Context: an optimization exercise on an open-source flow, tuned for small area. The choices shown serve that exercise and are no tape-out recipe.
The RTL was checked by simulation tests, not by an equivalence proof against the original design.
The clock input has no modelled driver; a real chip could not lean on it and would need a root buffer or a full tree.
No activity file was given, so power comes from the tool's default toggle rates.

## psram_controller
module psram_controller #(
    parameter PSRAM_FRE  = 200_000_000,
    parameter LATENCY    = 5,
    parameter BIT_WIDTH  = 16,
    parameter BURST_LEN  = 32,
    parameter WARP_MODE  = "Wrap",
    parameter RW_METHOD  = "Linear"
) (
    input                               ram_clk,
    input                               ram_rst,
    input                               ram_en,
    input                               rw_ctrl,
    input   [31:0]                      addr_in,
    input   [BIT_WIDTH * 2 - 1 : 0]     ram_data_in,
    output                              init_cable_complete,
    output                              ctrl_idle,
    output  reg                         psram_clk,
    output                              psram_ce,
    output                              dq_en,
    output      [BIT_WIDTH - 1 : 0]     dq_out_hi,
    output      [BIT_WIDTH - 1 : 0]     dq_out_lo,
    input       [BIT_WIDTH - 1 : 0]     dq_in_hi,
    input       [BIT_WIDTH - 1 : 0]     dq_in_lo,
    output                              dm_en,
    output      [1 : 0]                 dm_out_hi,
    output      [1 : 0]                 dm_out_lo,
    input       [1 : 0]                 dm_in_hi,
    input       [1 : 0]                 dm_in_lo,
    output  reg [BIT_WIDTH * 2 - 1 : 0] ram_data_out,
  ...
For scale: about 280 cells after synthesis, about 86 flip-flops, roughly 180 I/O pins, roughly 3100 sq um of cells after synthesis.
Settings: LEC_CHECK=0, CAP_MARGIN=20, CORE_MARGIN=2, CORE_UTILIZATION=40, PLACE_DENSITY=0.6, SLEW_MARGIN=20; clock period 5.0 ns.
standard.sh (not shown) runs the stock make flow with config.mk's settings and CLKGATE_MAP_FILE= SYNTH_SCRIPT=/design/flow/synth_recipe.tcl, a recipe that flattens the netlist after the stock synthesis.
==> flow/flow/run.sh <==
#!/bin/bash
# Layout flow: the standard ORFS flow (standard.sh), run from a copy of
# the ORFS scripts folder with three files changed:
#  - abc_area.script (from flow/abc_area.script): ABC maps the logic for
#    area only, with no timing-driven buffering or upsizing;
#  - global_place.tcl: after the port buffers are added, the reset port's
#    buffer is made a buf_4 (flow/reset_buffer.tcl) so that it drives the
#    registers' reset pins without a buffer tree;
#  - cts.tcl: instead of TritonCTS, flow/clock_tree.tcl builds a two-level
#    clock tree (one root buffer, leaf buffers each driving a group of
#    nearby registers); the rest of the CTS step (legalisation, timing
#    repair) is unchanged.
# The I/O port buffers are buf_1 cells. Each make run writes its full output
# to a log file in this folder; the tools' own logs are under orfs/logs/.
set -euo pipefail
here=$(pwd)
s="$here/orfs_scripts"
rm -rf "$s"
cp -r "$FLOW_HOME/scripts" "$s"
cp "$here/flow/abc_area.script" "$s/abc_area.script"
cp "$here/flow/clock_tree.tcl" "$s/my_clock_tree.tcl"
sed -i 's|^log_cmd clock_tree_synthesis .*$|source $::env(SCRIPTS_DIR)/my_clock_tree.tcl|' "$s/cts.tcl"
grep -q '^source $::env(SCRIPTS_DIR)/my_clock_tree.tcl$' "$s/cts.tcl"
cp "$here/flow/reset_buffer.tcl" "$s/my_reset_buffer.tcl"
sed -i 's|^\( *\)buffer_ports {\*}\[env_var_or_empty BUFFER_PORTS_ARGS\]$|&\n\1source $::env(SCRIPTS_DIR)/my_reset_buffer.tcl|' "$s/global_place.tcl"
grep -q 'source $::env(SCRIPTS_DIR)/my_reset_buffer.tcl$' "$s/global_place.tcl"
bash standard.sh "SCRIPTS_DIR=$s" ABC_AREA=1 synth > make_synth.log 2>&1
bash standard.sh "SCRIPTS_DIR=$s" \
  "BUFFER_PORTS_ARGS=-buffer_cell sky130_fd_sc_hd__buf_1" SKIP_REPAIR_TIE_FANOUT=1 \
  finish > make_finish.log 2>&1
==> flow/flow/abc_area.script <==
strash
dc2
dc2
dc2
dc2
dc2
dch -f
if -K 4 -a
mfs2 -a
strash
dch -f
if -K 4 -a
mfs2 -a
strash
dch
amap -m -F 10 -A 10
topo
==> flow/flow/reset_buffer.tcl <==
# The input buffer of the reset port drives every register's reset pin:
# make it a buf_4 so that it can drive them without a buffer tree.
set my_rst_net [[[ord::get_db_block] findBTerm ram_rst] getNet]
foreach my_it [$my_rst_net getITerms] {
  set my_inst [$my_it getInst]
  set my_cell [[$my_inst getMaster] getName]
  if {[string match "sky130_fd_sc_hd__buf_*" $my_cell]} {
    puts "reset port buffer [$my_inst getName]: $my_cell -> sky130_fd_sc_hd__buf_4"
    replace_cell [$my_inst getName] sky130_fd_sc_hd__buf_4
  }
}
Other scripts of this flow, unchanged in this note and not shown: flow/flow/clock_tree.tcl
The baseline completed with no timing, DRC or antenna violations.
==> next run, changes <==
==> flow/flow/abc_area.script (replaced) <==
strash
dc2
dc2
dc2
dch -f
if -K 4 -a
mfs2 -a
strash
dch -f
amap -m -F 10 -A 10
topo
==> flow/flow/reset_buffer.tcl (replaced) <==
# The input buffer of the reset port drives every register's reset pin:
# make it a buf_4 so that it can drive them without a buffer tree.
foreach pin [get_pins -of_objects [get_nets -of_objects [get_ports ram_rst]]] {
  set inst [get_cells -of_objects $pin]
  set cell [get_property $inst ref_name]
  if {[string match "sky130_fd_sc_hd__buf_*" $cell]} {
    puts "reset port buffer [get_full_name $inst]: $cell -> sky130_fd_sc_hd__buf_4"
    replace_cell $inst sky130_fd_sc_hd__buf_4
  }
}
After rerunning: This time the run ended with an error in 3_3_place_gp (STA-0100); synthesized area goes up by 0.56%; synthesized cell count goes down by 1.1%.
In the first run of this note the design's own scripts or RTL, not TritonCTS, make the clock network.

Setup of job 8229:
psram_controller again, from the RTL that the note above started with.
clock: 5.0 ns
lec_check: 0
cap_margin: 20
core_margin: 2
core_utilization: 40
place_density: 0.6
slew_margin: 20
==> flow/flow/run.sh <==
#!/bin/bash
# Layout flow: the standard ORFS flow (standard.sh), run from a copy of
# the ORFS scripts folder with two files changed:
#  - abc_area.script (from flow/abc_area.script): ABC maps the logic for
#    area only, with no timing-driven buffering or upsizing;
#  - cts.tcl: instead of TritonCTS, flow/clock_tree.tcl builds a two-level
#    clock tree (one root buffer, leaf buffers each driving a group of
#    nearby registers); the rest of the CTS step (legalisation, timing
#    repair) is unchanged.
# The I/O port buffers are buf_1 cells. Each make run writes its full output
# to a log file in this folder; the tools' own logs are under orfs/logs/.
set -euo pipefail
here=$(pwd)
s="$here/orfs_scripts"
rm -rf "$s"
cp -r "$FLOW_HOME/scripts" "$s"
cp "$here/flow/abc_area.script" "$s/abc_area.script"
cp "$here/flow/clock_tree.tcl" "$s/my_clock_tree.tcl"
sed -i 's|^log_cmd clock_tree_synthesis .*$|source $::env(SCRIPTS_DIR)/my_clock_tree.tcl|' "$s/cts.tcl"
grep -q '^source $::env(SCRIPTS_DIR)/my_clock_tree.tcl$' "$s/cts.tcl"
bash standard.sh "SCRIPTS_DIR=$s" ABC_AREA=1 synth > make_synth.log 2>&1
bash standard.sh "SCRIPTS_DIR=$s" \
  "BUFFER_PORTS_ARGS=-buffer_cell sky130_fd_sc_hd__buf_1" \
  finish > make_finish.log 2>&1
==> flow/flow/abc_area.script <==
strash
dc2
dc2
dc2
dch -f
amap
topo
==> flow/flow/clock_tree.tcl <==
# A two-level clock tree: the registers are split into groups by position
# (k-means on their locations), each group driven by one leaf buffer at its
# centre, and the leaf buffers driven by one root buffer at their centre.
proc my_new_buf { block master name x y } {
  set b [odb::dbInst_create $block $master $name]
  $b setLocation [expr {int($x)}] [expr {int($y)}]
  $b setPlacementStatus PLACED
  return $b
}
proc my_clock_tree { root_cell leaf_cell k } {
  set block [ord::get_db_block]
  set clk [$block findNet ram_clk]
  set db [ord::get_db]
  set sinks {}
  foreach it [$clk getITerms] {
    set inst [$it getInst]
    set b [$inst getBBox]
    lappend sinks [list $it [expr {([$b xMin] + [$b xMax]) / 2.0}] [expr {([$b yMin] + [$b yMax]) / 2.0}]]
  }
  set n [llength $sinks]
  # k-means, seeded with evenly spaced sinks sorted by x
  set sorted [lsort -real -index 1 $sinks]
  set cents {}
  for {set i 0} {$i < $k} {incr i} {
    set s [lindex $sorted [expr {int(($i + 0.5) * $n / $k)}]]
    lappend cents [list [lindex $s 1] [lindex $s 2]]
  }
  for {set iter 0} {$iter < 50} {incr iter} {
    set assign {}
    foreach s $sinks {
      set best 0; set bd 1e30
      for {set i 0} {$i < $k} {incr i} {
        set c [lindex $cents $i]
        set d [expr {abs([lindex $s 1] - [lindex $c 0]) + abs([lindex $s 2] - [lindex $c 1])}]
        if {$d < $bd} { set bd $d; set best $i }
      }
      lappend assign $best
    }
    set new {}
    for {set i 0} {$i < $k} {incr i} {
      set sx 0; set sy 0; set m 0
      foreach s $sinks a $assign { if {$a == $i} { set sx [expr {$sx + [lindex $s 1]}]; set sy [expr {$sy + [lindex $s 2]}]; incr m } }
      if {$m == 0} { lappend new [lindex $cents $i] } else { lappend new [list [expr {$sx / $m}] [expr {$sy / $m}]] }
    }
    set cents $new
  }
  $clk setSigType CLOCK
  if {$root_cell eq "none"} {
    set root_net $clk
  } else {
    set root_net [odb::dbNet_create $block clknet_root]
    $root_net setSigType CLOCK
  }
  set rx 0; set ry 0
  foreach c $cents { set rx [expr {$rx + [lindex $c 0] / $k}]; set ry [expr {$ry + [lindex $c 1] / $k}] }
  if {$root_cell ne "none"} {
    set root [my_new_buf $block [$db findMaster $root_cell] clkbuf_root $rx $ry]
  }
  for {set i 0} {$i < $k} {incr i} {
    set c [lindex $cents $i]
    set leaf [my_new_buf $block [$db findMaster $leaf_cell] clkbuf_leaf_$i [lindex $c 0] [lindex $c 1]]
    set net [odb::dbNet_create $block clknet_leaf_$i]
    $net setSigType CLOCK
    foreach s $sinks a $assign {
      if {$a == $i} { set it [lindex $s 0]; $it disconnect; $it connect $net }
    }
    [$leaf findITerm A] connect $root_net
    [$leaf findITerm X] connect $net
  }
  if {$root_cell ne "none"} {
    [$root findITerm A] connect $clk
    [$root findITerm X] connect $root_net
  }
  global_connect
  puts "clock tree: $root_cell root, $k $leaf_cell leaves, $n sinks"
}

my_clock_tree sky130_fd_sc_hd__clkbuf_4 sky130_fd_sc_hd__clkbuf_8 6
Job 8229 went all the way through synthesis, placement and routing and the layout is clean on timing, DRC and antenna.
[inputs] job 4834 vs job 8229
diff --git a/flow/flow/run.sh b/flow/flow/run.sh
--- a/flow/flow/run.sh
+++ b/flow/flow/run.sh
@@ -21,4 +21,4 @@
 bash standard.sh "SCRIPTS_DIR=$s" ABC_AREA=1 synth > make_synth.log 2>&1
 bash standard.sh "SCRIPTS_DIR=$s" \
-  "BUFFER_PORTS_ARGS=-buffer_cell sky130_fd_sc_hd__buf_1" \
+  "BUFFER_PORTS_ARGS=-buffer_cell sky130_fd_sc_hd__buf_1" SKIP_REPAIR_TIE_FANOUT=1 \
   finish > make_finish.log 2>&1
==> flow/flow/abc_area.script <==
strash
dc2
dc2
dc2
dch -f
if -K 4 -a
mfs2 -a
strash
dch -f
amap
topo
diff --git a/flow/flow/clock_tree.tcl b/flow/flow/clock_tree.tcl
--- a/flow/flow/clock_tree.tcl
+++ b/flow/flow/clock_tree.tcl
@@ -59,5 +59,10 @@
   for {set i 0} {$i < $k} {incr i} {
     set c [lindex $cents $i]
-    set leaf [my_new_buf $block [$db findMaster $leaf_cell] clkbuf_leaf_$i [lindex $c 0] [lindex $c 1]]
+    set m 0
+    foreach a $assign { if {$a == $i} { incr m } }
+    set cell $leaf_cell
+    if {[info exists ::my_small_leaf] && $m <= [lindex $::my_small_leaf 1]} { set cell [lindex $::my_small_leaf 0] }
+    set leaf [my_new_buf $block [$db findMaster $cell] clkbuf_leaf_$i [lindex $c 0] [lindex $c 1]]
+    puts "leaf $i: $cell, $m sinks"
     set net [odb::dbNet_create $block clknet_leaf_$i]
     $net setSigType CLOCK
@@ -75,4 +80,3 @@
   puts "clock tree: $root_cell root, $k $leaf_cell leaves, $n sinks"
 }
-
 my_clock_tree sky130_fd_sc_hd__clkbuf_4 sky130_fd_sc_hd__clkbuf_8 6
diff --git a/flow/config.mk b/flow/config.mk
--- a/flow/config.mk
+++ b/flow/config.mk
@@ -6,7 +6,7 @@
 export NUM_CORES = 4
 export LEC_CHECK = 0
-export CAP_MARGIN = 20
+export CAP_MARGIN = 0
 export CORE_MARGIN = 2
 export CORE_UTILIZATION = 40
 export PLACE_DENSITY = 0.6
-export SLEW_MARGIN = 20
+export SLEW_MARGIN = 0
[summary]
- Delta (job 4834 minus job 8229): share of the synthesized area in compound gates (AO/OA/AOI/OAI) lower; final setup slack of the worst path increased 0.15 ns; power has remained practically unchanged.
- For the average via count per standard cell, job 4834 came in about 1.3% higher than job 8229 did.
- Comparing the two runs side by side, job 4834 comes out ahead of job 8229 on final area.
- Area of the mapped netlist on job 4834 is down relative to job 8229.
- For the routed wire length on met3, job 4834 came in about 37% higher than job 8229 did.
[inputs] job 456 vs job 4834
==> flow/flow/abc_area.script <==
strash
dc2
dc2
dc2
dch -f
if -K 4 -a
mfs2 -a
strash
dch -f
amap -m -F 10 -A 10
topo
diff --git a/flow/flow/clock_tree.tcl b/flow/flow/clock_tree.tcl
--- a/flow/flow/clock_tree.tcl
+++ b/flow/flow/clock_tree.tcl
@@ -27,13 +27,23 @@
   }
   for {set iter 0} {$iter < 50} {incr iter} {
-    set assign {}
+    # assign sinks to the nearest centre with room left (at most
+    # ceil(n / k) sinks per centre), closest pairs first
+    set cap [expr {($n + $k - 1) / $k}]
+    set pairs {}
+    set j 0
     foreach s $sinks {
-      set best 0; set bd 1e30
       for {set i 0} {$i < $k} {incr i} {
         set c [lindex $cents $i]
-        set d [expr {abs([lindex $s 1] - [lindex $c 0]) + abs([lindex $s 2] - [lindex $c 1])}]
-        if {$d < $bd} { set bd $d; set best $i }
+        lappend pairs [list [expr {abs([lindex $s 1] - [lindex $c 0]) + abs([lindex $s 2] - [lindex $c 1])}] $j $i]
       }
-      lappend assign $best
+      incr j
+    }
+    set assign [lrepeat $n -1]
+    set load [lrepeat $k 0]
+    foreach p [lsort -real -index 0 $pairs] {
+      lassign $p d j i
+      if {[lindex $assign $j] >= 0 || [lindex $load $i] >= $cap} continue
+      lset assign $j $i
+      lset load $i [expr {[lindex $load $i] + 1}]
     }
     set new {}
@@ -80,3 +90,4 @@
   puts "clock tree: $root_cell root, $k $leaf_cell leaves, $n sinks"
 }
+
 my_clock_tree sky130_fd_sc_hd__clkbuf_4 sky130_fd_sc_hd__clkbuf_8 6
diff --git a/flow/config.mk b/flow/config.mk
--- a/flow/config.mk
+++ b/flow/config.mk
@@ -6,7 +6,7 @@
 export NUM_CORES = 4
 export LEC_CHECK = 0
-export CAP_MARGIN = 0
+export CAP_MARGIN = 20
 export CORE_MARGIN = 2
 export CORE_UTILIZATION = 40
 export PLACE_DENSITY = 0.6
-export SLEW_MARGIN = 0
+export SLEW_MARGIN = 20
[summary]
- Against job 4834 as the reference, job 456 delivers a higher sequential fraction of the synthesis area.
- Higher fraction of power spent switching nets goes to job 456 over job 4834.
- Cmp job 4834 and job 456 / post-route fraction of the period consumed by the critical path / lower: job 4834
- Comparing job 4834 and job 456, final routed wirelength across all metal layers is lower on job 4834.
- Job 4834 -> job 456: sequential cell area flat
- Source of the critical timing path = st[3]: job 4834; source of the critical timing path = st[0]: job 456
What job 3957 does differently from job 456 at the input level:
==> flow/flow/run.sh <==
#!/bin/bash
# Layout flow: the standard ORFS flow (standard.sh), run from a copy of
# the ORFS scripts folder with three files changed:
#  - abc_area.script (from flow/abc_area.script): ABC maps the logic for
#    area only, with no timing-driven buffering or upsizing;
#  - global_place.tcl: after the port buffers are added, the reset port's
#    buffer is made a buf_4 (flow/reset_buffer.tcl) so that it drives the
#    registers' reset pins without a buffer tree;
set -euo pipefail
here=$(pwd)
s="$here/orfs_scripts"
rm -rf "$s"
cp -r "$FLOW_HOME/scripts" "$s"
cp "$here/flow/abc_area.script" "$s/abc_area.script"
cp "$here/flow/clock_tree.tcl" "$s/my_clock_tree.tcl"
sed -i 's|^log_cmd clock_tree_synthesis .*$|source $::env(SCRIPTS_DIR)/my_clock_tree.tcl|' "$s/cts.tcl"
grep -q '^source $::env(SCRIPTS_DIR)/my_clock_tree.tcl$' "$s/cts.tcl"
cp "$here/flow/reset_buffer.tcl" "$s/my_reset_buffer.tcl"
sed -i 's|^\( *\)buffer_ports {\*}\[env_var_or_empty BUFFER_PORTS_ARGS\]$|&\n\1source $::env(SCRIPTS_DIR)/my_reset_buffer.tcl|' "$s/global_place.tcl"
grep -q 'source $::env(SCRIPTS_DIR)/my_reset_buffer.tcl$' "$s/global_place.tcl"
bash standard.sh "SCRIPTS_DIR=$s" ABC_AREA=1 synth > make_synth.log 2>&1
bash standard.sh "SCRIPTS_DIR=$s" \
  "BUFFER_PORTS_ARGS=-buffer_cell sky130_fd_sc_hd__buf_1" SKIP_REPAIR_TIE_FANOUT=1 REMOVE_ABC_BUFFERS=1 \
  finish > make_finish.log 2>&1
==> flow/flow/abc_area.script <==
strash
dc2
dc2
dc2
dc2
dc2
dch -f
if -K 4 -a
mfs2 -a
strash
dch -f
if -K 4 -a
mfs2 -a
strash
dch
amap -m -F 10 -A 10
topo
diff --git a/flow/flow/clock_tree.tcl b/flow/flow/clock_tree.tcl
--- a/flow/flow/clock_tree.tcl
+++ b/flow/flow/clock_tree.tcl
@@ -91,3 +91,3 @@
 }
 
-my_clock_tree sky130_fd_sc_hd__clkbuf_4 sky130_fd_sc_hd__clkbuf_8 6
+my_clock_tree sky130_fd_sc_hd__clkbuf_2 sky130_fd_sc_hd__clkbuf_8 5
==> flow/flow/reset_buffer.tcl (new file) <==
# The input buffer of the reset port drives every register's reset pin:
# make it a buf_4 so that it can drive them without a buffer tree.
set my_rst_net [[[ord::get_db_block] findBTerm ram_rst] getNet]
foreach my_it [$my_rst_net getITerms] {
  set my_inst [$my_it getInst]
  set my_cell [[$my_inst getMaster] getName]
  if {[string match "sky130_fd_sc_hd__buf_*" $my_cell]} {
    puts "reset port buffer [$my_inst getName]: $my_cell -> sky130_fd_sc_hd__buf_4"
    replace_cell [$my_inst getName] sky130_fd_sc_hd__buf_4
  }
}
diff --git a/flow/config.mk b/flow/config.mk
--- a/flow/config.mk
+++ b/flow/config.mk
@@ -8,5 +8,6 @@
 export CAP_MARGIN = 20
 export CORE_MARGIN = 2
-export CORE_UTILIZATION = 40
-export PLACE_DENSITY = 0.6
+export CORE_UTILIZATION = 70
+export GPL_TIMING_DRIVEN = 0
+export PLACE_DENSITY = 0.85
 export SLEW_MARGIN = 20
Notes after the runs:
When job 3957 is measured against job 456, its initial core utilization turns out 32 points higher. Taking job 3957 as 1.0, job 456 lands at 0.928 on via count of the first global-routing pass. Critical path data arrival time, job 3957 and job 456: higher on job 3957. Per the comparison of job 3957 with job 456, met2 routed wirelength increased about 26%, first-pass GRT wire length now sits higher, power saw a decrease, utilization up 39 points, share of the final layout cell area in sequential cells up 1.2 points. Cmp job 3957 vs job 456: setup slack lower in job 3957.
No run of this note takes its clock network from TritonCTS; it comes from the design's own scripts or RTL.

==> what the ideal ports hide <==
Ports are ideal in the flow. The routed layouts listed here were re-timed in OpenROAD.
Step 1: set_driving_cell puts a clkbuf_16 on ram_clk and a buf_2 on each other input, an assumption about the parent block.
Step 2 moves the port delays by t, midway between the first and last clock arrival at a register: inputs arrive t later, outputs are due t later. That takes back most of the time a late clock gives input paths.
Slacks: ideal / step 1 / step 2; pairs: ideal / step 1.
run	t (ns)	setup WS [ns]	hold WS [ns]	worst data-port slew with drivers (ns)
the first run of note 1	0.422	1.144 / 1.118 / 1.540	0.393 / 0.393 / 0.393	0.05
job 8229	0.440	0.898 / 0.871 / 1.271	0.379 / 0.379 / 0.379	0.04
job 4834	0.430	1.045 / 1.020 / 1.174	0.376 / 0.376 / 0.376	0.05
job 456	0.435	0.821 / 0.794 / 1.026	0.377 / 0.377 / 0.377	0.06
job 3957	0.463	0.518 / 0.491 / 0.643	0.389 / 0.389 / 0.389	0.06
After both steps setup and hold are still met in every run listed.
